What follows belongs to an exercise in optimizing a design on an open flow for small area; a production flow would make more cautious choices.
Where RTL was checked, it was by simulation tests only, not by an equivalence proof against the original.
No functional check of the RTL was part of run 2.
No activity file was given, so power comes from the tool's default toggle rates.

===== config.mk =====
export PLATFORM = sky130hd
export DESIGN_NAME = VM
export DESIGN_NICKNAME = VM
export VERILOG_FILES = /design/flow/design.v
export SDC_FILE = /design/flow/constraint.sdc
export NUM_CORES = 4
export LEC_CHECK = 0
export CAP_MARGIN = 20
export CORE_MARGIN = 2
export CORE_UTILIZATION = 40
export SLEW_MARGIN = 20

===== constraint.sdc =====
create_clock -name core_clock -period 8.0 [get_ports {i_clk}]
set_input_delay 1.6000 -clock core_clock [delete_from_list [all_inputs] [get_ports {i_clk}]]
set_output_delay 1.6000 -clock core_clock [all_outputs]
set_load 0.01 [all_outputs]

===== design.v =====
`timescale 1ns/1ps
module VM(i_clk, i_rst_n, i_buy, i_product, i_money,
          o_busy, o_no_change, o_not_enough, o_other_product,
          o_change, o_strobe_ch, o_product, o_strobe_pr, o_empty);
input           i_clk, i_rst_n, i_buy;
input   [3:0]   i_product;
input   [15:0]  i_money;
output          o_busy, o_no_change, o_not_enough, o_other_product, o_empty;
output  [3:0]   o_product;
output  [15:0]  o_change;
output          o_strobe_ch, o_strobe_pr;
localparam [2:0] S_START = 3'd0,
                 S_ORDER = 3'd1,
                 S_MONEY = 3'd2,
                 S_CALC  = 3'd3,
                 S_SEL   = 3'd4,
                 S_CASH  = 3'd5,
                 S_GIVE  = 3'd6,
                 S_EMPTY = 3'd7;
reg [2:0]  st;
reg        ne, op, pcv, sc, nc;
reg [3:0]  idx;             
reg [9:0]  amount;
reg [15:0] x, y;            
reg [3:0]  rp;              
reg [9:0]  c0, c1, c2, c3, c4, c5, c6, c7, c8, c9, c11;
reg [6:0]  c10;             
reg [2:0]  a1, a2, a3, a4, a5, a6, a7, a8, a9;
reg [3:0]  a10;
wire st_start = st == S_START;
wire st_order = st == S_ORDER;
wire st_money = st == S_MONEY;
wire st_calc  = st == S_CALC;
wire st_sel   = st == S_SEL;
wire st_cash  = st == S_CASH;
wire st_give  = st == S_GIVE;
wire st_empty = st == S_EMPTY;
wire [10:1] nz = {|a10, |a9, |a8, |a7, |a6, |a5, |a4, |a3, |a2, |a1};
wire all_zero = ~|nz;
reg  avail;
always @* begin
    case (i_product)
        4'd1: avail = nz[1];
        4'd2: avail = nz[2];
        4'd3: avail = nz[3];
        4'd4: avail = nz[4];
        4'd5: avail = nz[5];
        4'd6: avail = nz[6];
        4'd7: avail = nz[7];
        4'd8: avail = nz[8];
        4'd9: avail = nz[9];
        4'd10: avail = nz[10];
        default: avail = 1'b0;
    endcase
end
wire take = st_order & avail;
reg [15:0] price;
always @* begin
    case (rp)
        4'd4:  price = 16'd1200;
        4'd5, 4'd8, 4'd9: price = 16'd2100;
        4'd7:  price = 16'd1000;
        4'd10: price = 16'd600;
        default: price = 16'd1600;
    endcase
end
reg [15:0] denom;
always @* begin
    case (idx)
        4'd0:  denom = 16'd10000;
        4'd1:  denom = 16'd5000;
        4'd2:  denom = 16'd2000;
        4'd3:  denom = 16'd1000;
        4'd4:  denom = 16'd500;
        4'd5:  denom = 16'd200;
        4'd6:  denom = 16'd100;
        4'd7:  denom = 16'd50;
        4'd8:  denom = 16'd25;
        4'd9:  denom = 16'd10;
        4'd10: denom = 16'd5;
        default: denom = 16'd1;
    endcase
end
wire [15:0] k  = st_calc ? price : denom;
wire [15:0] b  = st_money ? i_money : ~k;
wire [16:0] s  = {1'b0, x} + {1'b0, b} + {16'd0, ~st_money};
wire        ge_price = s[15:0] >= price;
wire        amt_nz = |amount;
wire        succ = s[16] & amt_nz;            
wire        z = ~|x;                          
wire [11:0] ihot;
genvar gi;
generate for (gi = 0; gi < 12; gi = gi + 1) begin : g_ih
    assign ihot[gi] = idx == gi;
end endgenerate
wire last = ihot[11];
wire [11:0] nhot = {ihot[10:0] & {11{~z}}, last | z};
wire [11:0] mhot;
assign mhot[0]  = i_money == 16'd10000;
assign mhot[1]  = i_money == 16'd5000;
assign mhot[2]  = i_money == 16'd2000;
assign mhot[3]  = i_money == 16'd1000;
assign mhot[4]  = i_money == 16'd500;
assign mhot[5]  = i_money == 16'd200;
assign mhot[6]  = i_money == 16'd100;
assign mhot[7]  = i_money == 16'd50;
assign mhot[8]  = i_money == 16'd25;
assign mhot[9]  = i_money == 16'd10;
assign mhot[10] = i_money == 16'd5;
assign mhot[11] = i_money == 16'd1;
wire [11:0] whot = {mhot[11], 1'b0, mhot[9:8], mhot[7] | mhot[10], mhot[6:0]};
wire [11:0] rs = st_money ? mhot : nhot;
wire [9:0] r = ({10{rs[0]}}  & c0)  | ({10{rs[1]}}  & c1)  | ({10{rs[2]}}  & c2)  |
               ({10{rs[3]}}  & c3)  | ({10{rs[4]}}  & c4)  | ({10{rs[5]}}  & c5)  |
               ({10{rs[6]}}  & c6)  | ({10{rs[7]}}  & c7)  | ({10{rs[8]}}  & c8)  |
               ({10{rs[9]}}  & c9)  | ({10{rs[10]}} & {3'd0, c10}) | ({10{rs[11]}} & c11);
wire [9:0] w = st_money ? r + 10'd1 : amount;
wire [11:0] we = ({12{st_money}} & whot) | ({12{st_cash & sc}} & ihot);
always @(posedge i_clk, negedge i_rst_n) begin
    if (!i_rst_n) begin
        c0 <= 10'd100; c1 <= 10'd100; c2 <= 10'd100; c3 <= 10'd100;
        c4 <= 10'd100; c5 <= 10'd100; c6 <= 10'd100; c7 <= 10'd100;
        c8 <= 10'd100; c9 <= 10'd100; c10 <= 7'd100; c11 <= 10'd100;
    end else begin
        if (we[0])  c0  <= w;
        if (we[1])  c1  <= w;
        if (we[2])  c2  <= w;
        if (we[3])  c3  <= w;
        if (we[4])  c4  <= w;
        if (we[5])  c5  <= w;
        if (we[6])  c6  <= w;
        if (we[7])  c7  <= w;
        if (we[8])  c8  <= w;
        if (we[9])  c9  <= w;
        if (we[10]) c10 <= w[6:0];
        if (we[11]) c11 <= w;
    end
end
always @(posedge i_clk, negedge i_rst_n) begin
    if (!i_rst_n) begin
        a1 <= 3'd6; a2 <= 3'd6; a3 <= 3'd6; a4 <= 3'd6; a5 <= 3'd6;
        a6 <= 3'd6; a7 <= 3'd6; a8 <= 3'd6; a9 <= 3'd6; a10 <= 4'd8;
    end else if (take) begin
        case (i_product)
            4'd1: a1 <= a1 - 3'd1;
            4'd2: a2 <= a2 - 3'd1;
            4'd3: a3 <= a3 - 3'd1;
            4'd4: a4 <= a4 - 3'd1;
            4'd5: a5 <= a5 - 3'd1;
            4'd6: a6 <= a6 - 3'd1;
            4'd7: a7 <= a7 - 3'd1;
            4'd8: a8 <= a8 - 3'd1;
            4'd9: a9 <= a9 - 3'd1;
            4'd10: a10 <= a10 - 4'd1;
            default: ;
        endcase
    end
end
always @(posedge i_clk, negedge i_rst_n) begin
    if (!i_rst_n) begin
        amount <= 10'd100;
        idx    <= 4'd0;
    end else begin
        if (st_cash) begin
            amount <= r;
            idx    <= (last | z) ? 4'd0 : idx + 4'd1;
        end else if (st_sel & succ)
            amount <= amount - 10'd1;
    end
end
always @(posedge i_clk) begin
    if (st_order) rp <= i_product;
    if (st_money) y <= s[15:0];
    if (st_order)
        x <= 16'd0;
    else if (st_money | st_calc | (st_sel & succ))
        x <= s[15:0];
    else if (st_cash & nhot[0])
        x <= y;
end
always @(posedge i_clk, negedge i_rst_n) begin
    if (!i_rst_n) begin
        st  <= S_START;
        ne  <= 1'b0;
        op  <= 1'b0;
        pcv <= 1'b0;
        sc  <= 1'b0;
        nc  <= 1'b0;
    end else begin
        ne  <= st_money & ~ge_price;
        op  <= st_order & ~avail;
        pcv <= st_sel & succ;
        case (st)
            S_START: if (all_zero) st <= S_EMPTY;
                     else if (i_buy) st <= S_ORDER;
            S_ORDER: if (avail) st <= S_MONEY;
            S_MONEY: if (ge_price) st <= S_CALC;
            S_CALC:  st <= S_SEL;
            S_SEL:   if (~succ) st <= S_CASH;
            S_CASH:  begin
                if (last & ~z) begin
                    st <= S_SEL; sc <= 1'b1; nc <= 1'b1;
                end else if (z) begin
                    if (sc) begin
                        st <= S_START; sc <= 1'b0; nc <= 1'b0;
                    end else
                        st <= S_GIVE;
                end else
                    st <= S_SEL;
            end
            S_GIVE:  begin st <= S_CALC; sc <= 1'b1; end
            default: ;
        endcase
    end
end
assign o_busy          = ~st_start;
assign o_empty         = st_empty;
assign o_strobe_pr     = st_give;
assign o_product       = {4{st_give}} & rp;
assign o_change        = {16{pcv}} & denom;
assign o_strobe_ch     = sc;
assign o_no_change     = nc;
assign o_not_enough    = ne;
assign o_other_product = op;
endmodule

===== run.sh =====
#!/bin/bash
# synth_recipe.tcl (not shown) runs the flow's synth.tcl, then flattens the netlist and writes it again
# the make line also repeats each setting of config.mk as NAME=value (left out here)
make -C /OpenROAD-flow-scripts/flow DESIGN_CONFIG=/design/flow/config.mk WORK_HOME=/design/flow/orfs CLKGATE_MAP_FILE= SYNTH_SCRIPT=/design/flow/synth_recipe.tcl finish

==> results of run 1 <==
area by class of cell:
| cell class | instances | share of cell area, % |
|---|---|---|
| multi-input combinational | 911 | 44.44 |
| sequential | 206 | 38.82 |
| clock buffer | 35 | 5.674 |
| timing repair buffer | 67 | 4.730 |
| tap | 384 | 3.555 |
| inverter | 61 | 1.694 |
| clock inverter | 10 | 1.083 |
Yosys cell counts, types with 8 or more instances:
library cell and instances:
a211oi_1 15, a21o_1 19, a21oi_1 74, a222oi_1 8, a22o_1 9, a22oi_1 10
a31oi_1 14, and2_1 16, clkbuf_1 52, dfrtp_1 112, dfstp_2 58, dfxtp_1 16
edfxtp_1 20, ha_1 54, inv_1 60, mux2_2 59, mux2i_1 16, nand2_1 93
nand2b_1 15, nand3_1 21, nand4_1 28, nor2_1 121, nor2b_1 14, nor3_1 29
nor4_1 18, o21ai_0 129, or2_2 10, or3_1 9, or4_1 8, xnor2_1 33
xor2_1 11
critical path: cells and delay by family (launching register included):
kind,cells,cell delay [ns]
xor+xnor,1,0.28
mux,1,0.26
compound gates,8,1.76
flops,1,0.90
simple gates,3,0.73
buf+inv,2,0.74
fa+ha+maj,3,1.29
path summary, 6_finish.rpt:
check	cells past startpoint	from	end
worst max-delay path	18	st[0]	st[2]
min in group asynchronous	1	i_rst_n	a3[0]
worst min-delay path	1	y[2]	x[2]
worst min register to register	1	y[2]	x[2]
worst max register to register	18	st[0]	st[2]
max in group asynchronous	3	i_rst_n	c0[6]
metal layers:
| layer | up-vias | track usage [%] | routed length (µm) |
|---|---|---|---|
| met5 | - | 0 | 0 |
| met4 | 0 | 5.556 | 634 |
| met3 | 42 | 3.111 | 2084 |
| met2 | 340 | 33.89 | 15150 |
| met1 | 4657 | 31.37 | 15180 |
| li1 | 4520 | - | - |
cells by family (layout without fill, tap and decap cells):
kind of cell,Yosys count,in the layout,synth area share (%)
other,1,3,0.03198
flip-flops,206,206,44.75
buffers and inverters,128,173,4.257
adder cells (fa/ha/maj),56,56,6.103
multiplexers,75,75,7.031
AO/OA/AOI/OAI,319,319,16.51
AND/OR/NAND/NOR,414,414,18.04
XOR/XNOR,44,44,3.286
through the flow:
stage               setup WS (ns)  utilization, %  hold WS, ns
global route                1.533           46.97       0.4821
global placement            1.366           43.65       0.4550
floorplan                   2.780               -       0.4357
finish                      1.956           46.97       0.4776
CTS                         1.819           46.84       0.4790
detailed placement          1.280           43.67       0.4664
where the power goes:
group | total (W) | switching [W] | leakage, nW | internal, W
combinational | 0.00252 | 0.00154 | 3.03 | 0.000980
clock | 0.00123 | 0.000464 | 0.449 | 0.000769
sequential | 0.00178 | 0.000271 | 2.34 | 0.00150
==> flow_summary.toml, run 1 <==
[cells_and_area]
fin_cells = 1674
layout.cells.most_common = "o21ai_0"
area_growth_pct = 15.26
diodes = 0
final_layout_size_suffix_gt1_share_pct = 16.12
multi_input_area_um2 = 6007
final_cell_mix = "129 x o21ai_0, 121 x nor2_1, 112 x dfrtp_1, 93 x nand2_1, 73 x a21oi_1"
seq_area_um2 = 5248
top_regs = "x: 16 flops, y: 16 flops"
nNetsFinal = 1351
fin_area_um2 = 13520
fill_cells = 2654

[critical_path]
end_kind = "register"
startpoint_type = "register"
crit_fanout = 35
worstPathArrival_ns = 6.50
cpMostUsedCell = "a21o_1"
rrSetupSlack_ns = 1.96
cpMaxStageDelayCell = "dfrtp_1"
slowest_delay_ns = 0.90
path_cells = "or3b_1, buf_4, inv_2, fa_1, fa_1, nor2b_1, o21ai_0, a21o_1, a21oi_1, a21o_1, a21oi_1, xnor2_1, ha_1, a21o_1, a211o_1, or3_1, o41ai_1, mux2i_1"
path_class = "reg -> reg"
required_ns = 8.46

[sta]
rsz0062_at_grt = "no"
setup-tns-final_ns = 0
fmax_mhz = 165.5
hold_violations = 0
skew_ns = 0.01143
tightest_slew_ns = 1.144
post-route-period-util_pct = 75.55
setup_viol_count_final = 0
relSlewSlack_pct = 23.13
slew_violations = 0
min_period_ns = 6.044

[placed_design]
placed_cells = 1628
dpl_cell_area_um2 = 12570
routabilityCongestion = 0.9053
dpl.hpwl_mm = 23.52
port_buffers = 46

[logic_synthesis]
synth_top_cell_by_area = "dfrtp_1"
async_flop_share_pct = 82.52
synth.distinct_cells = 71
synth_top_area_share_pct = 23.90
synth_area_leaders = "dfrtp_1 24%, dfstp_2 13%, ha_1 5.8%"
synth_top_flop_cell = "dfrtp_1"
synth_seq_cells = 206
syn-cell-area_um2 = 11730
synthCells = 1243
yosys_warnings = 1
postSynthAreaPerCell_um2 = 9.435
ys_seq_area_share_pct = 44.75
synth_edf_count = 20

[clocking]
numCtsBuffers = 25
cts_buffer_depth = 3
cts_resized = 0
cts.sinks = 206
root_buffer = "clkbuf_16"
clk_latency_ns = 0.54
cts_tree = "built"
postCtsHoldBufs = 0
ctsHtreeMaxLevel = 1
post-cts-setup-buffers = 0
clk_pin_slew_ns = 0.06

[floorplanning]
rows = 62
die_x_um = 175.2
pin_count = 50
die_area_um2 = 30700
dieHeight_um = 175.2
coreArea_um2 = 28780
start_util_pct = 40.75

[pwr]
peakVddDrop_uv = 203.3
power.total_w = 0.005528
cellLeakagePower_nw = 5.816
power_density_nw_per_um2 = 409.0

[detailed_routing]
wirelength_mm = 33.05
final_antenna_net_count = 0
drc_errors = 0
drtIter0Drc = 976
vias_per_cell = 5.710
wl_per_cell_um = 19.74
drt-pass1-iter-count = 6
num_vias = 9559

[flow_run]
cap_violations = 0

[global_routing]
antenna_found_initial = 0
grt_pass1_wl_mm = 52.90
globalRouteTotalUtil_pct = 21.63
grt_overflow_total = 0
grt_max_degree = 96
grt_pass1_vias = 9270

[worst_hold_path]
hold_path.class = "reg -> reg"

[status]
status = "timing/DRC/antenna clean"
==> inputs of run 2 (changes only) <==
--- a/design.v
+++ b/design.v
@@ -23,2 +23,3 @@
 reg [9:0]  amount;
+wire [9:0] ab = {ab[8:0] & ~amount[8:0], 1'b1};
 reg [15:0] x, y;            
@@ -27,4 +28,2 @@
 reg [6:0]  c10;             
-reg [2:0]  a1, a2, a3, a4, a5, a6, a7, a8, a9;
-reg [3:0]  a10;
 wire st_start = st == S_START;
@@ -37,21 +36,5 @@
 wire st_empty = st == S_EMPTY;
-wire [10:1] nz = {|a10, |a9, |a8, |a7, |a6, |a5, |a4, |a3, |a2, |a1};
-wire all_zero = ~|nz;
-reg  avail;
-always @* begin
-    case (i_product)
-        4'd1: avail = nz[1];
-        4'd2: avail = nz[2];
-        4'd3: avail = nz[3];
-        4'd4: avail = nz[4];
-        4'd5: avail = nz[5];
-        4'd6: avail = nz[6];
-        4'd7: avail = nz[7];
-        4'd8: avail = nz[8];
-        4'd9: avail = nz[9];
-        4'd10: avail = nz[10];
-        default: avail = 1'b0;
-    endcase
-end
+wire avail, all_zero;
 wire take = st_order & avail;
+vm_stock u_stock(.i_clk(i_clk), .i_rst_n(i_rst_n), .take(take), .i_product(i_product), .avail(avail), .all_zero(all_zero));
 reg [15:0] price;
@@ -85,4 +68,18 @@
 wire [15:0] b  = st_money ? i_money : ~k;
-wire [16:0] s  = {1'b0, x} + {1'b0, b} + {16'd0, ~st_money};
-wire        ge_price = s[15:0] >= price;
+wire [16:0] cy;
+wire [15:0] s0 = x ^ b;
+assign cy[0] = ~st_money;
+genvar ai;
+generate for (ai = 0; ai < 16; ai = ai + 1) begin : g_add
+    assign cy[ai+1] = (x[ai] & b[ai]) | (cy[ai] & s0[ai]);
+end endgenerate
+wire [16:0] s = {cy[16], s0 ^ cy[15:0]};
+reg         ge_lo;
+integer gj;
+always @* begin
+    ge_lo = 1'b1;
+    for (gj = 0; gj < 12; gj = gj + 1)
+        ge_lo = (s[gj] & ~price[gj]) | (~(s[gj] ^ price[gj]) & ge_lo);
+end
+wire        ge_price = (|s[15:12]) | ge_lo;
 wire        amt_nz = |amount;
@@ -116,3 +113,4 @@
                ({10{rs[9]}}  & c9)  | ({10{rs[10]}} & {3'd0, c10}) | ({10{rs[11]}} & c11);
-wire [9:0] w = st_money ? r + 10'd1 : amount;
+wire [9:0] rc = {rc[8:0] & r[8:0], 1'b1};
+wire [9:0] w = st_money ? r ^ rc : amount;
 wire [11:0] we = ({12{st_money}} & whot) | ({12{st_cash & sc}} & ihot);
@@ -140,22 +138,2 @@
     if (!i_rst_n) begin
-        a1 <= 3'd6; a2 <= 3'd6; a3 <= 3'd6; a4 <= 3'd6; a5 <= 3'd6;
-        a6 <= 3'd6; a7 <= 3'd6; a8 <= 3'd6; a9 <= 3'd6; a10 <= 4'd8;
-    end else if (take) begin
-        case (i_product)
-            4'd1: a1 <= a1 - 3'd1;
-            4'd2: a2 <= a2 - 3'd1;
-            4'd3: a3 <= a3 - 3'd1;
-            4'd4: a4 <= a4 - 3'd1;
-            4'd5: a5 <= a5 - 3'd1;
-            4'd6: a6 <= a6 - 3'd1;
-            4'd7: a7 <= a7 - 3'd1;
-            4'd8: a8 <= a8 - 3'd1;
-            4'd9: a9 <= a9 - 3'd1;
-            4'd10: a10 <= a10 - 4'd1;
-            default: ;
-        endcase
-    end
-end
-always @(posedge i_clk, negedge i_rst_n) begin
-    if (!i_rst_n) begin
         amount <= 10'd100;
@@ -165,5 +143,5 @@
             amount <= r;
-            idx    <= (last | z) ? 4'd0 : idx + 4'd1;
+            idx    <= (last | z) ? 4'd0 : idx ^ {&idx[2:0], &idx[1:0], idx[0], 1'b1};
         end else if (st_sel & succ)
-            amount <= amount - 10'd1;
+            amount <= amount ^ ab;
     end
@@ -225 +203,45 @@
 endmodule
+module vm_stock(input i_clk, input i_rst_n, input take, input [3:0] i_product, output reg avail, output all_zero);
+reg [2:0]  u1, u2, u3, u4, u5, u6, u7, u8, u9;
+reg [3:0]  u10;
+wire [10:1] nz = {~u10[3], ~(u9[2]&u9[1]), ~(u8[2]&u8[1]), ~(u7[2]&u7[1]), ~(u6[2]&u6[1]),
+                  ~(u5[2]&u5[1]), ~(u4[2]&u4[1]), ~(u3[2]&u3[1]), ~(u2[2]&u2[1]), ~(u1[2]&u1[1])};
+assign all_zero = ~|nz;
+always @* begin
+    case (i_product)
+        4'd1: avail = nz[1];
+        4'd2: avail = nz[2];
+        4'd3: avail = nz[3];
+        4'd4: avail = nz[4];
+        4'd5: avail = nz[5];
+        4'd6: avail = nz[6];
+        4'd7: avail = nz[7];
+        4'd8: avail = nz[8];
+        4'd9: avail = nz[9];
+        4'd10: avail = nz[10];
+        default: avail = 1'b0;
+    endcase
+end
+wire [10:1] e;
+genvar i;
+generate for (i = 1; i <= 10; i = i + 1) begin : g_e
+    assign e[i] = take & (i_product == i);
+end endgenerate
+always @(posedge i_clk, negedge i_rst_n) begin
+    if (!i_rst_n) begin
+        u1 <= 0; u2 <= 0; u3 <= 0; u4 <= 0; u5 <= 0;
+        u6 <= 0; u7 <= 0; u8 <= 0; u9 <= 0; u10 <= 0;
+    end else begin
+        u1 <= u1 ^ ({u1[1]&u1[0], u1[0], 1'b1} & {3{e[1]}});
+        u2 <= u2 ^ ({u2[1]&u2[0], u2[0], 1'b1} & {3{e[2]}});
+        u3 <= u3 ^ ({u3[1]&u3[0], u3[0], 1'b1} & {3{e[3]}});
+        u4 <= u4 ^ ({u4[1]&u4[0], u4[0], 1'b1} & {3{e[4]}});
+        u5 <= u5 ^ ({u5[1]&u5[0], u5[0], 1'b1} & {3{e[5]}});
+        u6 <= u6 ^ ({u6[1]&u6[0], u6[0], 1'b1} & {3{e[6]}});
+        u7 <= u7 ^ ({u7[1]&u7[0], u7[0], 1'b1} & {3{e[7]}});
+        u8 <= u8 ^ ({u8[1]&u8[0], u8[0], 1'b1} & {3{e[8]}});
+        u9 <= u9 ^ ({u9[1]&u9[0], u9[0], 1'b1} & {3{e[9]}});
+        u10 <= u10 ^ ({u10[2]&u10[1]&u10[0], u10[1]&u10[0], u10[0], 1'b1} & {4{e[10]}});
+    end
+end
+endmodule
==> run 2 against run 1 <==
Effect of this change: still clean on timing, DRC and antenna; combinational power grew 6%; power shrank 2.6%; global-route usage shrank 0.37 points; hold slack lost 0.023 ns; critical path depth grew 11; die area shrank 8.2%; final cell count shrank 11%; clock skew grew 0.015 ns; clock-buffer cell count is the same; utilization grew 1.2 points; sequential power shrank 3%; synthesized area shrank 8.4%; highest routed layer unchanged.
==> flow_summary.toml, run 2 <==
[cells_and_area]
nNetsFinal = 1215
top_regs = "x: 16 flops, y: 16 flops"
postLayoutCoreUtil_pct = 48.16
fill_cells = 2402
layout.cells.most_common = "nor2_1"
fin_area_um2 = 12620
area_growth_pct = 17.49
final_layout_size_suffix_gt1_share_pct = 18.33
final_cell_mix = "139 x nor2_1, 131 x dfrtp_1, 101 x a21oi_1, 77 x nand2_1, 45 x buf_4"
diodes = 0

[global_routing]
grt_pass1_wl_mm = 47.52
grt_overflow_total = 0
grt_pass1_vias = 8266
antenna_found_initial = 0
grt_max_degree = 71
globalRouteTotalUtil_pct = 21.26

[critical_path]
path_class = "in -> reg"
worstSetupStartpoint = "i_money[0]"
worstSetupEndpoint = "amount[1]"
end_kind = "register"
required_ns = 8.39
timing.rr.start = "st[0]"
reg2reg_depth = 29
cpMostUsedCell = "fa_2"
cpMaxStageDelayCell = "fa_2"
worstPathArrival_ns = 8.11
startpoint_type = "input port"
rrSetupSlack_ns = 0.53
r2r_end = "amount[1]"
crit_fanout = 9
slowest_delay_ns = 0.39

[clocking]
postCtsHoldBufs = 0
clk_pin_slew_ns = 0.06
cts_buffer_depth = 3
root_buffer = "clkbuf_16"
cts.sinks = 206
numCtsBuffers = 22
clk_latency_ns = 0.51
cts_tree = "built"
ctsHtreeMaxLevel = 1

[placed_design]
port_buffers = 46
dpl.hpwl_mm = 20.61
routabilityCongestion = 0.8622
dpl_cell_area_um2 = 11720
dp_slack_ns = -0.6558

[pwr]
switchingPower_w = 0.002168
p_comb_share_pct = 49.7
cellLeakagePower_nw = 5.537
power_density_nw_per_um2 = 426.8
switching_share_pct = 40.24
peakVddDrop_uv = 201.6
p_clk_share_pct = 18.2
intPower_w = 0.003219
power.total_w = 0.005387
seqPwrFrac_pct = 32.1

[detailed_routing]
wl_per_cell_um = 20.22
wirelength_mm = 30.05
drc_errors = 0
drtIter0Drc = 927
drt-pass1-iter-count = 6
vias_per_cell = 5.794
num_vias = 8610
final_antenna_net_count = 0

[sta]
min_period_ns = 7.721
relSlewSlack_pct = 28.61
tightest_slew_ns = 1.063
fmax_mhz = 129.5
slew_violations = 0
setup_ws_ns = 0.2790
setup_viol_count_final = 0
hold_violations = 0
skew_ns = 0.02602
hold_ws_ns = 0.4551
post-route-period-util_pct = 96.51

[floorplanning]
coreArea_um2 = 26210
start_util_pct = 40.99
die_area_um2 = 28180
dieHeight_um = 167.9
pin_count = 50
die_x_um = 167.9
rows = 59

[logic_synthesis]
synth_xor_xnor_area_share_pct = 1.141
yosys.area_share.simple_pct = 16.46
synth.most_common_cell = "nor2_1"
synth_seq_cells = 206
synth_adder_area_share_pct = 7.757
syn-cell-area_um2 = 10740
synthCells = 1075
synth_area_leaders = "dfrtp_1 31%, dfstp_2 9.5%, edfxtp_1 5.6%"
synth_top_cell_by_area = "dfrtp_1"
synth_common_cells = "141 x nor2_1, 131 x dfrtp_1, 105 x a21oi_1"
async_flop_share_pct = 82.52
synth_compound_area_share_pct = 17.94
synth_top_flop_cell = "dfrtp_1"
synthMuxAreaShare_pct = 4.228
yosys_warnings = 2
postSynthAreaPerCell_um2 = 9.993
synth_top_area_share_pct = 30.51
synth_top_family_by_area = "compound AO/OA/AOI/OAI gates"
ys_seq_area_share_pct = 48.63
synth.distinct_cells = 79
synth_edf_count = 20

[flow_run]
cap_violations = 0

[worst_hold_path]
hold_path.class = "reg -> reg"

[status]
status = "timing/DRC/antenna clean"
[run 2: cell types whose count changed in the layout (fill, tap and decap cells not counted), sizes merged, moves of 14 or more]
cell,change
mux2,-34
buf,+29
dfrtp,+19
nor2,+20
dfstp,-19
inv,-24
fa,+14
a21oi,+30
nand4,-19
xnor2,-32
o21ai,-85
[run 2: worst min-delay path by stage]
stage,startpoint,endpoint,slack [ns],cells past startpoint
2_1_floorplan,u_stock.u10[1],u_stock.u10[1],0.43,1
3_3_place_gp,u_stock.u10[1],u_stock.u10[1],0.45,1
3_5_place_dp,u_stock.u10[1],u_stock.u10[1],0.45,1
4_1_cts,u_stock.u10[1],u_stock.u10[1],0.46,1
5_1_grt,u_stock.u3[2],u_stock.u3[2],0.48,1
6_report,u_stock.u10[1],u_stock.u10[1],0.46,1
[run 2: metal layers]
metal	track usage [%]	share of wire [%]
met5	0	0
met4	5.142	1.9
met3	3.315	6.8
met2	32.90	45
met1	31.35	46
[run 2: cells by family (layout without fill, tap and decap cells)]
family	after synthesis	count (layout)
multiplexers	41	41
flip-flops	206	206
AO/OA/AOI/OAI	286	286
other	1	3
AND/OR/NAND/NOR	369	370
buffers and inverters	101	174
adder cells (fa/ha/maj)	57	57
XOR/XNOR	14	14
[run 2: metrics by stage]
| step | instances | TNS [ns] |
|---|---|---|
| after floorplan | 1077 | 0 |
| after global placement | 1438 | -15.49 |
| after detailed placement | 1438 | -17.18 |
| after CTS | 1484 | 0 |
| after global routing | 1486 | -0.006207 |
| final | 1486 | 0 |
[run 2: worst max-delay path: cells and delay by family]
kind	cells	cell delay (ns)
buf+inv	8	0.77
fa+ha+maj	16	5.12
compound gates	2	0.31
simple gates	3	0.30
[run 2: final cells by class]
type                    count  area, µm²  share of cell area [%]
well taps                 335      419.2                   3.321
clock buffers              35      659.4                   5.224
repair buffers             95      859.6                   6.810
clock inverters             5      41.29                  0.3271
multi-input cells         771       5273                   41.77
inverters                  39      146.4                   1.160
flip-flops and latches    206       5224                   41.39
[run 2: timing repair]
action                                  in CTS  in global routing
endpoints found under the setup margin      26                 29
pin swaps                                   29                 13
gates resized for setup                     32                  5
setup buffers                                5                  2
gates cloned                                 1                  0
[run 2: power groups by stage]
stage | Sequential [W] | Combinational, W | Clock (W)
floorplan | 0.00167 | 0.00171 | 0
global placement | 0.00173 | 0.00244 | 0
detailed placement | 0.00173 | 0.00249 | 0
CTS | 0.00173 | 0.00263 | 0.000999
global route | 0.00177 | 0.00296 | 0.00104
finish | 0.00173 | 0.00268 | 0.000980
==> inputs of run 3 (changes only) <==
--- a/design.v
+++ b/design.v
@@ -36,5 +36,46 @@
 wire st_empty = st == S_EMPTY;
-wire avail, all_zero;
+reg [2:0]  u1, u2, u3, u4, u5, u6, u7, u8, u9;
+reg [3:0]  u10;
+wire [10:1] nz = {~u10[3], ~(u9[2]&u9[1]), ~(u8[2]&u8[1]), ~(u7[2]&u7[1]), ~(u6[2]&u6[1]),
+                  ~(u5[2]&u5[1]), ~(u4[2]&u4[1]), ~(u3[2]&u3[1]), ~(u2[2]&u2[1]), ~(u1[2]&u1[1])};
+wire all_zero = ~|nz;
+reg  avail;
+always @* begin
+    case (i_product)
+        4'd1: avail = nz[1];
+        4'd2: avail = nz[2];
+        4'd3: avail = nz[3];
+        4'd4: avail = nz[4];
+        4'd5: avail = nz[5];
+        4'd6: avail = nz[6];
+        4'd7: avail = nz[7];
+        4'd8: avail = nz[8];
+        4'd9: avail = nz[9];
+        4'd10: avail = nz[10];
+        default: avail = 1'b0;
+    endcase
+end
 wire take = st_order & avail;
-vm_stock u_stock(.i_clk(i_clk), .i_rst_n(i_rst_n), .take(take), .i_product(i_product), .avail(avail), .all_zero(all_zero));
+wire [10:1] e;
+genvar i;
+generate for (i = 1; i <= 10; i = i + 1) begin : g_e
+    assign e[i] = take & (i_product == i);
+end endgenerate
+always @(posedge i_clk, negedge i_rst_n) begin
+    if (!i_rst_n) begin
+        u1 <= 0; u2 <= 0; u3 <= 0; u4 <= 0; u5 <= 0;
+        u6 <= 0; u7 <= 0; u8 <= 0; u9 <= 0; u10 <= 0;
+    end else begin
+        u1 <= u1 ^ ({u1[1]&u1[0], u1[0], 1'b1} & {3{e[1]}});
+        u2 <= u2 ^ ({u2[1]&u2[0], u2[0], 1'b1} & {3{e[2]}});
+        u3 <= u3 ^ ({u3[1]&u3[0], u3[0], 1'b1} & {3{e[3]}});
+        u4 <= u4 ^ ({u4[1]&u4[0], u4[0], 1'b1} & {3{e[4]}});
+        u5 <= u5 ^ ({u5[1]&u5[0], u5[0], 1'b1} & {3{e[5]}});
+        u6 <= u6 ^ ({u6[1]&u6[0], u6[0], 1'b1} & {3{e[6]}});
+        u7 <= u7 ^ ({u7[1]&u7[0], u7[0], 1'b1} & {3{e[7]}});
+        u8 <= u8 ^ ({u8[1]&u8[0], u8[0], 1'b1} & {3{e[8]}});
+        u9 <= u9 ^ ({u9[1]&u9[0], u9[0], 1'b1} & {3{e[9]}});
+        u10 <= u10 ^ ({u10[2]&u10[1]&u10[0], u10[1]&u10[0], u10[0], 1'b1} & {4{e[10]}});
+    end
+end
 reg [15:0] price;
@@ -203,45 +244 @@
 endmodule
-module vm_stock(input i_clk, input i_rst_n, input take, input [3:0] i_product, output reg avail, output all_zero);
-reg [2:0]  u1, u2, u3, u4, u5, u6, u7, u8, u9;
-reg [3:0]  u10;
-wire [10:1] nz = {~u10[3], ~(u9[2]&u9[1]), ~(u8[2]&u8[1]), ~(u7[2]&u7[1]), ~(u6[2]&u6[1]),
-                  ~(u5[2]&u5[1]), ~(u4[2]&u4[1]), ~(u3[2]&u3[1]), ~(u2[2]&u2[1]), ~(u1[2]&u1[1])};
-assign all_zero = ~|nz;
-always @* begin
-    case (i_product)
-        4'd1: avail = nz[1];
-        4'd2: avail = nz[2];
-        4'd3: avail = nz[3];
-        4'd4: avail = nz[4];
-        4'd5: avail = nz[5];
-        4'd6: avail = nz[6];
-        4'd7: avail = nz[7];
-        4'd8: avail = nz[8];
-        4'd9: avail = nz[9];
-        4'd10: avail = nz[10];
-        default: avail = 1'b0;
-    endcase
-end
-wire [10:1] e;
-genvar i;
-generate for (i = 1; i <= 10; i = i + 1) begin : g_e
-    assign e[i] = take & (i_product == i);
-end endgenerate
-always @(posedge i_clk, negedge i_rst_n) begin
-    if (!i_rst_n) begin
-        u1 <= 0; u2 <= 0; u3 <= 0; u4 <= 0; u5 <= 0;
-        u6 <= 0; u7 <= 0; u8 <= 0; u9 <= 0; u10 <= 0;
-    end else begin
-        u1 <= u1 ^ ({u1[1]&u1[0], u1[0], 1'b1} & {3{e[1]}});
-        u2 <= u2 ^ ({u2[1]&u2[0], u2[0], 1'b1} & {3{e[2]}});
-        u3 <= u3 ^ ({u3[1]&u3[0], u3[0], 1'b1} & {3{e[3]}});
-        u4 <= u4 ^ ({u4[1]&u4[0], u4[0], 1'b1} & {3{e[4]}});
-        u5 <= u5 ^ ({u5[1]&u5[0], u5[0], 1'b1} & {3{e[5]}});
-        u6 <= u6 ^ ({u6[1]&u6[0], u6[0], 1'b1} & {3{e[6]}});
-        u7 <= u7 ^ ({u7[1]&u7[0], u7[0], 1'b1} & {3{e[7]}});
-        u8 <= u8 ^ ({u8[1]&u8[0], u8[0], 1'b1} & {3{e[8]}});
-        u9 <= u9 ^ ({u9[1]&u9[0], u9[0], 1'b1} & {3{e[9]}});
-        u10 <= u10 ^ ({u10[2]&u10[1]&u10[0], u10[1]&u10[0], u10[0], 1'b1} & {4{e[10]}});
-    end
-end
-endmodule
--- a/config.mk
+++ b/config.mk
@@ -9,3 +9,6 @@
 export CORE_MARGIN = 2
-export CORE_UTILIZATION = 40
+export CORE_UTILIZATION = 60
+export CTS_BUF_LIST = sky130_fd_sc_hd__clkbuf_8
+export CTS_CLUSTER_DIAMETER = 50
+export CTS_CLUSTER_SIZE = 20
 export SLEW_MARGIN = 20
==> run 3 against run 2 <==
Effect of this change: now fails the layout checks on setup timing; sequential cell count unchanged; register-to-register slack got worse by 0.19 ns; first-iteration DRC count decreased by 22%; highest routed layer unchanged.
==> flow_summary.toml, run 3 <==
[placed_design]
dpl.hpwl_mm = 20.44
routabilityCongestion = 0.9175
port_buffers = 46
placed_cells = 1355
dp_slack_ns = -1.068

[clocking]
root_buffer = "clkbuf_8"
clk_latency_ns = 0.55
postCtsHoldBufs = 0
numCtsBuffers = 22
clk_pin_slew_ns = 0.10
ctsHtreeMaxLevel = 1
cts_tree = "built"
cts_buffer_depth = 3
cts.sinks = 206

[logic_synthesis]
syn-cell-area_um2 = 10850
postSynthAreaPerCell_um2 = 9.758
synth_top_area_share_pct = 30.21
ys_seq_area_share_pct = 48.14
synth.distinct_cells = 80
synth_top_cell_by_area = "dfrtp_1"
synthCells = 1112
synth_common_cells = "163 x nor2_1, 131 x dfrtp_1, 117 x a21oi_1"
synth_area_leaders = "dfrtp_1 30%, dfstp_2 9.4%, nor2_1 5.6%"
synth.most_common_cell = "nor2_1"
synth_edf_count = 20
synth_seq_cells = 206
yosys_warnings = 1
synth_top_flop_cell = "dfrtp_1"
async_flop_share_pct = 82.52

[cells_and_area]
postLayoutCoreUtil_pct = 69.21
area_growth_pct = 13.80
nNetsFinal = 1238
fin_cells = 1403
final_cell_mix = "157 x nor2_1, 131 x dfrtp_1, 115 x a21oi_1, 76 x nand2_1, 44 x clkdlybuf4s50_1"
final_layout_size_suffix_gt1_share_pct = 17.97
layout.cells.most_common = "nor2_1"
diodes = 0
top_regs = "x: 16 flops, y: 16 flops"

[sta]
setup_viol_count_final = 12
rsz0062_at_grt = "yes"
tightest_slew_ns = 1.090
setup_ws_ns = -0.1113
hold_violations = 0
relSlewSlack_pct = 27.35
skew_ns = 0.01723
slew_violations = 0
min_period_ns = 8.111
fmax_mhz = 123.3
post-route-period-util_pct = 101.4

[status]
status = "complete, but fails checks"
violations = "setup timing"

[floorplanning]
dieHeight_um = 138.5
pin_count = 50
rows = 49
start_util_pct = 60.82
coreArea_um2 = 17840
die_area_um2 = 19180
die_x_um = 138.5

[detailed_routing]
drtIter0Drc = 725
drc_errors = 0
num_vias = 8775
wl_per_cell_um = 21.07
vias_per_cell = 6.254
drt-pass1-iter-count = 5
wirelength_mm = 29.57
final_antenna_net_count = 0

[pwr]
switching_share_pct = 43.49
seqPwrFrac_pct = 32.7
intPower_w = 0.002887
cellLeakagePower_nw = 5.431
peakVddDrop_uv = 330.1
power.total_w = 0.005109
p_clk_share_pct = 14.1
power_density_nw_per_um2 = 413.7
switchingPower_w = 0.002222
p_comb_share_pct = 53.2

[global_routing]
antenna_found_initial = 0
globalRouteTotalUtil_pct = 30.53
grt_pass1_wl_mm = 46.59
grt_pass1_vias = 8412
grt_max_degree = 94
grt_overflow_total = 0

[worst_hold_path]
hold_path.class = "reg -> reg"

[critical_path]
rrSetupSlack_ns = 0.34
worstPathArrival_ns = 8.56
startpoint_type = "input port"
crit_fanout = 4
required_ns = 8.45
end_kind = "register"
path_class = "in -> reg"

[flow_run]
cap_violations = 0
[run 3: cell count changes after synthesis, sizes merged, moves of 10 or more]
cell / previous run / this run
a21oi: 105 / 117
a22oi: 22 / 37
nand3: 22 / 32
mux2: 25 / 11
nor2: 141 / 163
a222oi: 20 / 6
buf: 13 / 23
[run 3: cell type report]
type | count | area, µm²
tap | 229 | 286.5
multi-input combinational | 798 | 5373
clock buffer | 23 | 316.6
inverter | 42 | 160.2
clock inverter | 17 | 137.6
fill | 1400 | 5493
sequential | 206 | 5224
timing repair buffer | 88 | 850.8
[run 3: path summary, 6_finish.rpt]
check                      cells past startpoint         to        from
max                                           27      st[0]  i_money[0]
min in group asynchronous                      1  amount[3]     i_rst_n
max in group asynchronous                      3      u8[0]     i_rst_n
max reg2reg                                   27      st[0]      idx[0]
min                                            1     u10[1]      u10[1]
min reg2reg                                    1     u10[1]      u10[1]
[run 3: layer usage]
metal | global-route usage (%) | vias up | share of wire, %
met2 | 45.73 | 344 | 45
met3 | 6.304 | 76 | 7.9
met4 | 8.163 | 0 | 2.9
met1 | 45.73 | 4260 | 45
met5 | 0 | - | 0
li1 | - | 4095 | -
[run 3: logic make-up after synthesis]
group | Yosys count | synth area share, %
buffers and inverters | 110 | 4.174
and+or+nand+nor | 403 | 18.01
adders and majority gates | 57 | 7.680
muxes | 25 | 2.433
DFF | 206 | 48.14
AOI/OAI and AO/OA | 297 | 18.30
other | 1 | 0.03456
xor gates and xnor gates | 13 | 1.222
[run 3: stage by stage]
step	hold WS, ns	setup TNS, ns	cell area (µm²)
CTS	0.4761	-0.4354	12170
floorplan	0.4330	-1.043	10970
detailed placement	0.4540	-28.24	11680
global route	0.4893	-6.203	12350
global placement	0.4433	-25.23	11680
finish	0.4683	-0.5348	12350
[run 3: repair_timing]
action	CTS	global route
resized for setup	10	20
setup endpoints to repair	30	30
pin swaps	3	17
gates cloned	0	2
setup buffers	2	4
[run 3: power by group through the flow]
stage          clock network [W]  logic (W)  registers [W]
2_1_floorplan                  0    0.00173        0.00161
3_3_place_gp                   0    0.00246        0.00167
3_5_place_dp                   0    0.00251        0.00167
4_1_cts                 0.000734    0.00254        0.00165
5_1_grt                 0.000767    0.00297        0.00170
6_report                0.000720    0.00272        0.00167
[run 3: critical path, stage by stage]
cell,delay [ns]
buf_8,0.10
nor4b_4,0.38
a31oi_2,0.08
fa_2,0.38
inv_2,0.06
fa_2,0.20
fa_2,0.22
inv_2,0.05
fa_2,0.36
fa_2,0.37
fa_2,0.37
fa_2,0.38
fa_2,0.39
fa_2,0.36
fa_2,0.37
fa_2,0.38
fa_2,0.37
fa_2,0.36
inv_2,0.06
fa_2,0.20
fa_2,0.21
fa_1,0.18
inv_1,0.06
or4_4,0.45
a2111oi_4,0.30
a2111oi_4,0.08
o21a_1,0.21
==> inputs of run 4 (changes only) <==
--- a/design.v
+++ b/design.v
@@ -109,10 +109,18 @@
 wire [15:0] b  = st_money ? i_money : ~k;
-wire [16:0] cy;
 wire [15:0] s0 = x ^ b;
-assign cy[0] = ~st_money;
+wire [15:0] g0 = x & b;
+wire [8:0]  cl;                   
+wire [8:0]  ch0, ch1;             
+assign cl[0]  = ~st_money;
+assign ch0[0] = 1'b0;
+assign ch1[0] = 1'b1;
 genvar ai;
-generate for (ai = 0; ai < 16; ai = ai + 1) begin : g_add
-    assign cy[ai+1] = (x[ai] & b[ai]) | (cy[ai] & s0[ai]);
+generate for (ai = 0; ai < 8; ai = ai + 1) begin : g_add
+    assign cl[ai+1]  = g0[ai]   | (cl[ai]  & s0[ai]);
+    assign ch0[ai+1] = g0[ai+8] | (ch0[ai] & s0[ai+8]);
+    assign ch1[ai+1] = g0[ai+8] | (ch1[ai] & s0[ai+8]);
 end endgenerate
-wire [16:0] s = {cy[16], s0 ^ cy[15:0]};
+wire [7:0]  sh = cl[8] ? s0[15:8] ^ ch1[7:0] : s0[15:8] ^ ch0[7:0];
+wire        co = cl[8] ? ch1[8] : ch0[8];
+wire [16:0] s = {co, sh, s0[7:0] ^ cl[7:0]};
 reg         ge_lo;
==> flow/run.sh (new file) <==
#!/bin/bash
set -euo pipefail
W=$(cd "$(dirname "$0")/.." && pwd)
mkdir -p "$W/own"

# synthesis script: ORFS's synth.tcl with the ABC script swapped
sed "s|log_cmd abc {\*}\$abc_args|log_cmd abc -script $W/flow/abc.script {*}[lrange \$abc_args 2 end]|" \
  "$FLOW_HOME/scripts/synth.tcl" > "$W/own/synth.tcl"
grep -q "abc -script $W/flow/abc.script" "$W/own/synth.tcl"
sed "s|source \$::env(SCRIPTS_DIR)/synth.tcl|source $W/own/synth.tcl|" \
  "$W/synth_recipe.tcl" > "$W/own/synth_recipe.tcl"
grep -q "source $W/own/synth.tcl" "$W/own/synth_recipe.tcl"
sed "s|SYNTH_SCRIPT=[^ ]*|SYNTH_SCRIPT=$W/own/synth_recipe.tcl|" "$W/standard.sh" > "$W/own/standard.sh"
grep -q "SYNTH_SCRIPT=$W/own/synth_recipe.tcl" "$W/own/standard.sh"

cd "$W"
bash "$W/own/standard.sh" \
  "BUFFER_PORTS_ARGS=-buffer_cell sky130_fd_sc_hd__buf_2" \
  "CTS_ARGS=-sink_clustering_enable -repair_clock_nets -sink_clustering_size 20 -sink_clustering_max_diameter 50 -buf_list sky130_fd_sc_hd__clkbuf_8 -dont_use_dummy_load" \
  finish > "$W/flow.log" 2>&1
test -s "$W/out/final.def"
==> flow/abc.script (new file) <==
strash
&get -n
&st
&dch
&nf -p
&put
topo
==> standard.sh (new file) <==
#!/bin/bash
# synth_recipe.tcl (not shown) runs the flow's synth.tcl, then flattens the netlist and writes it again
# the make line also repeats each setting of config.mk as NAME=value (left out here)
make -C /OpenROAD-flow-scripts/flow DESIGN_CONFIG=/design/flow/config.mk WORK_HOME=/design/flow/orfs CLKGATE_MAP_FILE= SYNTH_SCRIPT=/design/flow/synth_recipe.tcl "${@:-finish}"
--- a/config.mk
+++ b/config.mk
@@ -10,5 +10,2 @@
 export CORE_UTILIZATION = 60
-export CTS_BUF_LIST = sky130_fd_sc_hd__clkbuf_8
-export CTS_CLUSTER_DIAMETER = 50
-export CTS_CLUSTER_SIZE = 20
 export SLEW_MARGIN = 20
removed: run.sh
==> run 4 against run 3 <==
Effect of this change: now clean on timing, DRC and antenna; critical path type unchanged; synthesized area decreased by 6.5%; register-to-register slack improved by 0.14 ns; global-route usage increased by 2.0 points; hold slack improved by 0.0091 ns; sequential power increased by 4%; first-iteration DRC count increased by 16%; final area decreased by 7.2%; clock skew increased by 0.049 ns; die area decreased by 6.4%; via count decreased by 2.0%; critical path depth unchanged.
==> flow_summary.toml, run 4 <==
[logic_synthesis]
async_flop_share_pct = 82.52
synth_seq_cells = 206
synth_edf_count = 20
synth_top_cell_by_area = "dfrtp_1"
synth_area_leaders = "dfrtp_1 32%, dfstp_2 10%, ha_1 6.0%"
synth_top_area_share_pct = 32.33
yosys_warnings = 1
synth_common_cells = "132 x nor2_1, 131 x dfrtp_1, 116 x a21oi_1"
synth_top_flop_cell = "dfrtp_1"
postSynthAreaPerCell_um2 = 9.990
synth.distinct_cells = 60
syn-cell-area_um2 = 10140
synth.most_common_cell = "nor2_1"
synthCells = 1015
ys_seq_area_share_pct = 51.52

[clocking]
root_buffer = "clkbuf_8"
clk_pin_slew_ns = 0.08
cts_buffer_depth = 3
cts_tree = "built"
ctsHtreeMaxLevel = 1
clk_latency_ns = 0.55
numCtsBuffers = 23
cts.sinks = 206
postCtsHoldBufs = 0

[detailed_routing]
wl_per_cell_um = 20.84
final_antenna_net_count = 0
drc_errors = 0
vias_per_cell = 6.315
wirelength_mm = 28.38
num_vias = 8601
drtIter0Drc = 840
drt-pass1-iter-count = 7

[critical_path]
rrSetupSlack_ns = 0.48
crit_fanout = 3
worstPathArrival_ns = 8.03
path_class = "in -> reg"
required_ns = 8.39
startpoint_type = "input port"
end_kind = "register"

[sta]
hold_violations = 0
rsz0062_at_grt = "no"
slew_violations = 0
setup_viol_count_final = 0
tightest_slew_ns = 1.152
fmax_mhz = 130.8
relSlewSlack_pct = 22.74
min_period_ns = 7.644
skew_ns = 0.06605
setup_ws_ns = 0.3557
post-route-period-util_pct = 95.55

[cells_and_area]
diodes = 0
nNetsFinal = 1225
final_cell_mix = "131 x nor2_1, 131 x dfrtp_1, 115 x a21oi_1, 110 x nand2_1"
area_growth_pct = 13.07
top_regs = "x: 16 flops, y: 16 flops"
final_layout_size_suffix_gt1_share_pct = 15.76

[placed_design]
dp_slack_ns = -0.3065
routabilityCongestion = 0.9200
dpl.hpwl_mm = 19.58
port_buffers = 46

[global_routing]
grt_overflow_total = 0
grt_pass1_vias = 8222
grt_max_degree = 65
antenna_found_initial = 0
grt_pass1_wl_mm = 45.44
globalRouteTotalUtil_pct = 32.57

[floorplanning]
die_x_um = 134
coreArea_um2 = 16520
dieHeight_um = 134
start_util_pct = 61.36
die_area_um2 = 17960
rows = 47
pin_count = 50

[status]
status = "timing/DRC/antenna clean"

[worst_hold_path]
hold_path.class = "reg -> reg"

[pwr]
cellLeakagePower_nw = 5.057
power_density_nw_per_um2 = 429.6
peakVddDrop_uv = 245.1
power.total_w = 0.004925

[flow_run]
cap_violations = 0
-- run 4: cell count changes in the layout (fill, tap and decap cells not counted), moves of 26 or more --
cell             before  now
buf_2                 0   45
clkdlybuf4s50_1      44    0
clkinv_1              1   32
inv_1                38    0
nand2_1              76  110
nor2_1              157  131
-- run 4: layout make-up --
class / count / area [µm²]
timing repair buffer: 105 / 686.9
sequential: 206 / 5224
inverter: 32 / 120.1
clock buffer: 23 / 316.6
tap: 220 / 275.3
multi-input combinational: 776 / 4842
fill: 1345 / 5060
-- run 4: power by group --
part           switching, W  leakage (nW)  internal [W]
Sequential         0.000224          2.47       0.00150
Combinational       0.00157          2.43       0.00104
Clock              0.000340         0.165      0.000255
-- run 4: logic make-up after synthesis --
logic type | Yosys count | share of synthesized area, %
multiplexers | 2 | 0.2221
AND/OR/NAND/NOR | 377 | 17.40
AO/OA/AOI/OAI | 315 | 19.78
flip-flops | 206 | 51.52
other | 1 | 0.03698
XOR/XNOR | 21 | 1.814
buffers and inverters | 35 | 1.407
adder cells (fa/ha/maj) | 58 | 7.823
-- run 4: repair_timing --
| item | CTS | global route |
|---|---|---|
| gates resized for setup | 0 | 5 |
| setup endpoints to repair | 0 | 14 |
| setup buffers | 0 | 1 |
-- run 4: path summary, 6_finish.rpt --
| path | startpoint | to | cells past startpoint |
|---|---|---|---|
| min in group asynchronous | i_rst_n | c2[7] | 1 |
| worst max-delay path | i_money[0] | st[1] | 27 |
| max in group asynchronous | i_rst_n | c8[1] | 2 |
| worst max register to register | idx[1] | st[1] | 30 |
| worst min register to register | u10[2] | u10[2] | 1 |
| worst min-delay path | u10[2] | u10[2] | 1 |
-- run 4: through the flow --
stage | instance area [µm²] | util [%] | hold slack (ns) | cells | TNS, ns
after CTS | 11410 | 69.08 | 0.4832 | 1359 | 0
after global routing | 11460 | 69.38 | 0.5084 | 1362 | 0
final | 11460 | 69.38 | 0.4774 | 1362 | 0
after global placement | 11100 | 67.16 | 0.4559 | 1336 | -0.5017
after detailed placement | 11100 | 67.16 | 0.4643 | 1336 | -3.779
after floorplan | 10150 | - | 0.4372 | 1017 | 0
-- run 4: routing by layer --
metal  vias up  wire, µm  global-route usage, %
li1       3996         -                      -
met1      4132     12360                  49.90
met2       415     12490                  48.66
met3        58      2773                  5.367
met4         0       753                  8.452
met5         -         0                      0
-- run 4: worst max-delay path, cell delays in order --
cell	delay [ns]
buf_2	0.11
o22a_1	0.22
fa_1	0.42
fa_2	0.39
fa_2	0.38
fa_1	0.43
fa_2	0.38
fa_1	0.42
fa_1	0.40
clkinv_1	0.07
fa_1	0.21
nand2_1	0.06
o21ai_0	0.10
a21oi_1	0.12
o21bai_1	0.19
a21o_1	0.16
a21o_1	0.15
a21oi_1	0.09
clkinv_1	0.05
a21oi_1	0.07
fa_1	0.55
clkinv_1	0.09
or3_1	0.36
or4_1	0.44
a21oi_2	0.17
nor4_2	0.09
mux2_1	0.32
==> inputs of run 5 (changes only) <==
--- a/flow/run.sh
+++ b/flow/run.sh
@@ -18,3 +18,4 @@
   "BUFFER_PORTS_ARGS=-buffer_cell sky130_fd_sc_hd__buf_2" \
-  "CTS_ARGS=-sink_clustering_enable -repair_clock_nets -sink_clustering_size 20 -sink_clustering_max_diameter 50 -buf_list sky130_fd_sc_hd__clkbuf_8 -dont_use_dummy_load" \
+  "CTS_ARGS=-sink_clustering_enable -repair_clock_nets -sink_clustering_size 20 -sink_clustering_max_diameter 60 -buf_list sky130_fd_sc_hd__clkbuf_8 -dont_use_dummy_load" \
+  RECOVER_POWER=100 \
   finish > "$W/flow.log" 2>&1
--- a/config.mk
+++ b/config.mk
@@ -9,3 +9,3 @@
 export CORE_MARGIN = 2
-export CORE_UTILIZATION = 60
+export CORE_UTILIZATION = 75
 export SLEW_MARGIN = 20
==> run 5 against run 4 <==
Effect of this change: the layout now fails its checks (capacitance limit, slew limit); hold slack got worse by 0.0013 ns; synthesized area did not move; final cell count fell by 4.5%; clock skew fell by 0.026 ns; setup slack improved by 0.016 ns; power fell by 4.0%; global-route usage rose by 5.4 points; final area fell by 2.9%; highest routed layer unchanged.
==> flow_summary.toml, run 5 <==
[logic_synthesis]
synth.distinct_cells = 60
synthCells = 1015
ys_seq_area_share_pct = 51.52
synth_edf_count = 20
synth_top_area_share_pct = 32.33
syn-cell-area_um2 = 10140
synth_top_cell_by_area = "dfrtp_1"
postSynthAreaPerCell_um2 = 9.990
yosys_warnings = 1
async_flop_share_pct = 82.52
synth_top_flop_cell = "dfrtp_1"
synth_seq_cells = 206
synth.most_common_cell = "nor2_1"
synth_common_cells = "132 x nor2_1, 131 x dfrtp_1, 116 x a21oi_1"
synth_area_leaders = "dfrtp_1 32%, dfstp_2 10%, ha_1 6.0%"

[worst_hold_path]
hold_depth = 2
hold_path.class = "reg -> reg"

[detailed_routing]
wl_per_cell_um = 20.80
vias_per_cell = 6.835
drtIter0Drc = 1174
drc_errors = 0
drt-pass1-iter-count = 6
final_antenna_net_count = 0
wirelength_mm = 27.06
num_vias = 8892

[global_routing]
grt_max_degree = 88
grt_pass1_vias = 8286
met2_usage_pct = 56.18
globalRouteTotalUtil_pct = 37.94
antenna_found_initial = 0
met1_usage_pct = 56.88
grt_overflow_total = 0
grtUsageMet3_pct = 7.877
grt.busiest_layer = "met1"
grt_pass1_wl_mm = 43.15

[pwr]
power.total_w = 0.004726
cellLeakagePower_nw = 4.794
seqPwrFrac_pct = 36.6
switching_share_pct = 43.95
p_clk_share_pct = 10.3
p_comb_share_pct = 53.1
power_density_nw_per_um2 = 424.6
intPower_w = 0.002649
peakVddDrop_uv = 248.7
switchingPower_w = 0.002077

[cells_and_area]
top_regs = "x: 16 flops, y: 16 flops"
fill_cells = 812
final_cell_mix = "131 x dfrtp_1, 130 x nor2_1, 114 x a21oi_1, 110 x nand2_1, 57 x o21ai_0"
final_layout_size_suffix_gt1_share_pct = 10.93
fin_cells = 1301
nNetsFinal = 1208
diodes = 0
layout.cells.most_common = "dfrtp_1"
area_growth_pct = 9.773

[critical_path]
crit_fanout = 3
end_kind = "register"
reg2reg_depth = 28
worstPathArrival_ns = 8.01
startpoint_type = "input port"
path_class = "in -> reg"
required_ns = 8.38

[clocking]
cts_tree = "built"
postCtsHoldBufs = 0
ctsHtreeMaxLevel = 1
cts_buffer_depth = 3
root_buffer = "clkbuf_8"
clk_latency_ns = 0.51
numCtsBuffers = 15
clk_pin_slew_ns = 0.10
cts.sinks = 206

[floorplanning]
die_area_um2 = 14470
dieHeight_um = 120.3
pin_count = 50
die_x_um = 120.3
coreArea_um2 = 13240
start_util_pct = 76.57
rows = 42

[placed_design]
routabilityCongestion = 1.009
dpl.hpwl_mm = 18.49
placed_cells = 1285
port_buffers = 46

[status]
status = "complete, but fails checks"
violations = "capacitance limit, slew limit"

[sta]
setup_viol_count_final = 0
fmax_mhz = 131.1
hold_violations = 0
min_period_ns = 7.628
slew_violations = 207
relSlewSlack_pct = -208.6
skew_ns = 0.03979
rsz0062_at_grt = "no"
tightest_slew_ns = 4.630
post-route-period-util_pct = 95.35

[flow_run]
cap_violations = 3
[run 5: cell counts after synthesis]
Identical to the previous run, type by type.
[run 5: layer usage]
metal,part of all wire (%),vias up,wire length [µm]
met4,3.8,0,1020
met5,0,-,0
met3,13,96,3408
met1,39,4231,10540
li1,-,3967,-
met2,45,598,12090
[run 5: power groups by stage]
stage	Combinational, W	Clock (W)	Sequential (W)
floorplan	0.00163	0	0.00168
global placement	0.00233	0	0.00172
detailed placement	0.00242	0	0.00174
CTS	0.00244	0.000488	0.00172
global route	0.00278	0.000521	0.00177
finish	0.00251	0.000486	0.00173
[run 5: what timing repair did]
item | CTS | global route
gates resized for setup | 0 | 7
setup endpoints to repair | 0 | 13
setup buffers | 0 | 1
[run 5: final timing paths]
| kind | start | slack (ns) | to |
|---|---|---|---|
| max | i_money[0] | 0.37 | st[1] |
| min | x[9] | 0.48 | x[9] |
| max reg2reg | st[1] | 0.49 | st[1] |
| min reg2reg | x[9] | 0.48 | x[9] |
| max in group asynchronous | i_rst_n | 1.50 | c10[0] |
| min in group asynchronous | i_rst_n | 2.75 | c10[4] |
[run 5: cells by family (layout without fill, tap and decap cells)]
logic type / count (synthesis) / after routing / synth area share [%]
other: 1 / 3 / 0.03698
adder cells (fa/ha/maj): 58 / 58 / 7.823
XOR/XNOR: 21 / 21 / 1.814
AND/OR/NAND/NOR: 377 / 377 / 17.40
buffers and inverters: 35 / 143 / 1.407
flip-flops: 206 / 206 / 51.52
multiplexers: 2 / 2 / 0.2221
AO/OA/AOI/OAI: 315 / 315 / 19.78
[run 5: critical path: stages]
cell and delay, ns:
clkbuf_1 0.09, o22a_1 0.24, fa_1 0.42, fa_2 0.37, fa_1 0.42, fa_2 0.37
fa_1 0.42, fa_1 0.42, fa_1 0.40, clkinv_1 0.07, fa_2 0.21, nand2_1 0.05
o21ai_0 0.10, a21oi_1 0.12, o21bai_1 0.20, a21o_1 0.17, a21o_1 0.13, a21oi_1 0.09
clkinv_1 0.06, a21oi_2 0.06, fa_1 0.55, clkinv_1 0.09, or3_1 0.35, or4_1 0.43
a21oi_2 0.14, nor4_1 0.10, mux2_1 0.33
[run 5: final cells by class]
class | instances | area [µm²] | area share [%]
clock buffer | 15 | 206.4 | 1.855
multi-input combinational | 776 | 4836 | 43.45
sequential | 206 | 5224 | 46.93
tap | 176 | 220.2 | 1.978
timing repair buffer | 96 | 524.3 | 4.710
inverter | 32 | 120.1 | 1.079
[run 5: through the flow]
| step | hold WS [ns] | TNS [ns] | cell area [µm²] | setup slack, ns | util (%) |
|---|---|---|---|---|---|
| 3_5_place_dp | 0.4585 | -3.399 | 10970 | -0.2914 | 82.85 |
| 6_report | 0.4761 | 0 | 11130 | 0.3718 | 84.05 |
| 3_3_place_gp | 0.4539 | -0.4142 | 10970 | -0.1479 | 82.85 |
| 5_1_grt | 0.5024 | 0 | 11130 | 0.01547 | 84.05 |
| 2_1_floorplan | 0.4372 | 0 | 10150 | 0.03146 | - |
| 4_1_cts | 0.4721 | 0 | 11180 | 0.1963 | 84.41 |
==> inputs of run 6 (changes only) <==
--- a/design.v
+++ b/design.v
@@ -22,3 +22,5 @@
 reg [3:0]  idx;             
-reg [9:0]  amount;
+localparam [9:0] K100 = 10'd100;    
+reg [9:0]  amount_n;
+wire [9:0] amount = amount_n ^ K100;
 wire [9:0] ab = {ab[8:0] & ~amount[8:0], 1'b1};
@@ -158,8 +160,8 @@
 wire [11:0] rs = st_money ? mhot : nhot;
-wire [9:0] r = ({10{rs[0]}}  & c0)  | ({10{rs[1]}}  & c1)  | ({10{rs[2]}}  & c2)  |
+wire [9:0] r = K100 ^ (({10{rs[0]}}  & c0)  | ({10{rs[1]}}  & c1)  | ({10{rs[2]}}  & c2)  |
                ({10{rs[3]}}  & c3)  | ({10{rs[4]}}  & c4)  | ({10{rs[5]}}  & c5)  |
                ({10{rs[6]}}  & c6)  | ({10{rs[7]}}  & c7)  | ({10{rs[8]}}  & c8)  |
-               ({10{rs[9]}}  & c9)  | ({10{rs[10]}} & {3'd0, c10}) | ({10{rs[11]}} & c11);
+               ({10{rs[9]}}  & c9)  | ({10{rs[10]}} & {3'd0, c10}) | ({10{rs[11]}} & c11));
 wire [9:0] rc = {rc[8:0] & r[8:0], 1'b1};
-wire [9:0] w = st_money ? r ^ rc : amount;
+wire [9:0] w = st_money ? r ^ rc ^ K100 : amount_n;    
 wire [11:0] we = ({12{st_money}} & whot) | ({12{st_cash & sc}} & ihot);
@@ -167,5 +169,5 @@
     if (!i_rst_n) begin
-        c0 <= 10'd100; c1 <= 10'd100; c2 <= 10'd100; c3 <= 10'd100;
-        c4 <= 10'd100; c5 <= 10'd100; c6 <= 10'd100; c7 <= 10'd100;
-        c8 <= 10'd100; c9 <= 10'd100; c10 <= 7'd100; c11 <= 10'd100;
+        c0 <= 10'd0; c1 <= 10'd0; c2 <= 10'd0; c3 <= 10'd0;
+        c4 <= 10'd0; c5 <= 10'd0; c6 <= 10'd0; c7 <= 10'd0;
+        c8 <= 10'd0; c9 <= 10'd0; c10 <= 7'd0; c11 <= 10'd0;
     end else begin
@@ -187,3 +189,3 @@
     if (!i_rst_n) begin
-        amount <= 10'd100;
+        amount_n <= 10'd0;
         idx    <= 4'd0;
@@ -191,6 +193,6 @@
         if (st_cash) begin
-            amount <= r;
+            amount_n <= r ^ K100;
             idx    <= (last | z) ? 4'd0 : idx ^ {&idx[2:0], &idx[1:0], idx[0], 1'b1};
         end else if (st_sel & succ)
-            amount <= amount ^ ab;
+            amount_n <= amount_n ^ ab;
     end
--- a/flow/run.sh
+++ b/flow/run.sh
@@ -19,3 +19,2 @@
   "CTS_ARGS=-sink_clustering_enable -repair_clock_nets -sink_clustering_size 20 -sink_clustering_max_diameter 60 -buf_list sky130_fd_sc_hd__clkbuf_8 -dont_use_dummy_load" \
-  RECOVER_POWER=100 \
   finish > "$W/flow.log" 2>&1
==> run 6 against run 5 <==
Effect of this change: now clean on timing, DRC and antenna; power decreased by 5.6%; die area fell by 0.76%; clock power about the same; sequential power decreased by 2%; sequential share of layout area fell by 0.080 points; final area is 0.76% lower; synthesized cell count decreased by 0.39%; critical path depth fell by 1; wire length is 4.0% higher; via count is 0.33% lower; non-clock buffer count shrank 13; critical path type unchanged; largest cell class unchanged.
==> flow_summary.toml, run 6 <==
[detailed_routing]
num_vias = 8863
vias_per_cell = 6.903
drt-pass1-iter-count = 6
drtIter0Drc = 1342
drc_errors = 0
wirelength_mm = 28.14
wl_per_cell_um = 21.92

[placed_design]
dpl_cell_area_um2 = 10810

[critical_path]
rrSetupSlack_ns = 0.37
cpMaxStageDelayCell = "or4_1"
required_ns = 8.40
r2r_end = "st[1]"
cp_num_buf_inv = 4
end_kind = "register"
cpMostUsedCell = "fa_1"
path_class = "in -> reg"
cp_top_family = "adder cells"
crit_cells = 26

[sta]
rsz0062_at_grt = "no"
hold_ws_ns = 0.4733
relSlewSlack_pct = 24.44
hold_violations = 0
slew_violations = 0
skew_ns = 0.03944
setup_viol_count_final = 0

[clocking]
cts.sinks = 206
root_buffer = "clkbuf_8"
cts_tree = "built"
ctsHtreeMaxLevel = 1
numCtsBuffers = 15
postCtsHoldBufs = 0
clk_pin_slew_ns = 0.12
cts_buffer_depth = 3
clk_latency_ns = 0.51

[global_routing]
grt_pass1_vias = 8651
antenna_found_initial = 0

[status]
status = "timing/DRC/antenna clean"

[logic_synthesis]
synth_top_family_by_area = "compound AO/OA/AOI/OAI gates"
synth.distinct_cells = 59
synth_compound_area_share_pct = 19.55
synth_xor_xnor_area_share_pct = 1.828
synthCells = 1011
synth_edf_count = 20
synth_seq_cells = 206
async_flop_share_pct = 82.52
syn-cell-area_um2 = 10060
synth_adder_area_share_pct = 7.885
synth_top_flop_cell = "dfrtp_1"
synth_common_cells = "170 x dfrtp_1, 152 x nor2_1, 112 x nand2_1"

[cells_and_area]
final_cell_mix = "170 x dfrtp_1, 152 x nor2_1, 112 x nand2_1, 101 x a21oi_1, 53 x o21ai_0"
fin_area_um2 = 11050
layout.cells.most_common = "dfrtp_1"
seq_area_um2 = 5175
final_layout_size_suffix_gt1_share_pct = 9.928
fill_cells = 795
multi_input_area_um2 = 4828

[worst_hold_path]
hold_path.class = "reg -> reg"
whs_endpoint = "x[8]"
hold_path_startpoint = "y[8]"
hold_depth = 2

[pwr]
power.total_w = 0.004461
peakVddDrop_uv = 215.7
cellLeakagePower_nw = 4.996
power_density_nw_per_um2 = 403.9

[floorplanning]
dieHeight_um = 119.8
die_area_um2 = 14360
rows = 42
die_x_um = 119.8
pin_count = 50
start_util_pct = 76.28

[flow_run]
cap_violations = 0
[run 6: cell types whose count changed in the layout (fill, tap and decap cells not counted), moves of 8 or more]
| cell | before | now |
|---|---|---|
| a22oi_1 | 36 | 28 |
| buf_2 | 16 | 45 |
| clkbuf_1 | 41 | 0 |
| a21oi_1 | 114 | 101 |
| dfrtp_1 | 131 | 170 |
| nor2_1 | 130 | 152 |
| dfstp_2 | 39 | 0 |
| o221ai_1 | 3 | 11 |
[run 6: routing by layer]
layer / up-vias / GRT usage, % / routed length [µm]
li1: 3944 / - / -
met1: 4248 / 56.19 / 10870
met2: 571 / 63.46 / 13230
met3: 100 / 10.22 / 3162
met4: 0 / 12.28 / 883
met5: - / 0 / 0
[run 6: repair_timing]
| item | in CTS | in global routing |
|---|---|---|
| buffers inserted | 0 | 0 |
| endpoints found under the setup margin | 0 | 17 |
| gates resized for setup | 0 | 6 |
[run 6: power by group]
part | leakage, nW | total (W) | internal (W) | switching, W
clock network | 0.108 | 0.000486 | 0.000171 | 0.000316
registers | 2.59 | 0.00169 | 0.00145 | 0.000242
logic | 2.30 | 0.00228 | 0.000900 | 0.00138
[run 6: worst register-to-register path: cells and delay by family, from the launching register on]
kind,cells,cell delay (ns)
AO/OA/AOI/OAI,9,1.42
adder cells (fa/ha/maj),9,3.65
buffers and inverters,3,0.22
multiplexers,1,0.31
AND/OR/NAND/NOR,6,1.46
flip-flops,1,0.48
[run 6: cell families (layout without fill, tap and decap cells)]
kind of cell | after synthesis | count (layout)
AND/OR/NAND/NOR | 390 | 390
AO/OA/AOI/OAI | 302 | 302
flip-flops | 206 | 206
adder cells (fa/ha/maj) | 58 | 58
buffers and inverters | 30 | 125
XOR/XNOR | 21 | 21
multiplexers | 3 | 3
other | 1 | 3
[run 6: stage by stage]
step	std cells	util, %	worst slack [ns]
6_report	1284	83.74	0.2545
2_1_floorplan	1013	-	0.02471
4_1_cts	1284	83.52	0.04247
5_1_grt	1284	83.74	0.0005178
3_3_place_gp	1269	81.96	-0.1509
3_5_place_dp	1269	81.96	-0.4055
[run 6: layout make-up]
class | instances | share of cell area (%)
Clock buffer | 15 | 1.869
Tap cell | 176 | 1.994
Inverter | 27 | 0.9175
Sequential cell | 206 | 46.85
Multi-Input combinational cell | 777 | 43.71
Timing Repair Buffer | 83 | 4.656
[run 6: worst max path at each step]
stage	slack, ns	startpoint	to
6_report	0.25	i_money[0]	st[1]
5_1_grt	0.0005	i_money[0]	st[1]
4_1_cts	0.04	st[1]	st[1]
3_5_place_dp	-0.41	i_money[0]	st[1]
3_3_place_gp	-0.15	i_money[0]	st[1]
2_1_floorplan	0.02	i_money[0]	st[1]

Re-timed with assumed drivers on the ports (clkbuf_16 on the clock, buf_2 on other inputs), run 6 has 0.275 ns of setup slack against 0.254 ns with ideal ports, and -0.255 ns once port delays also move by the mid clock arrival of 0.530 ns.
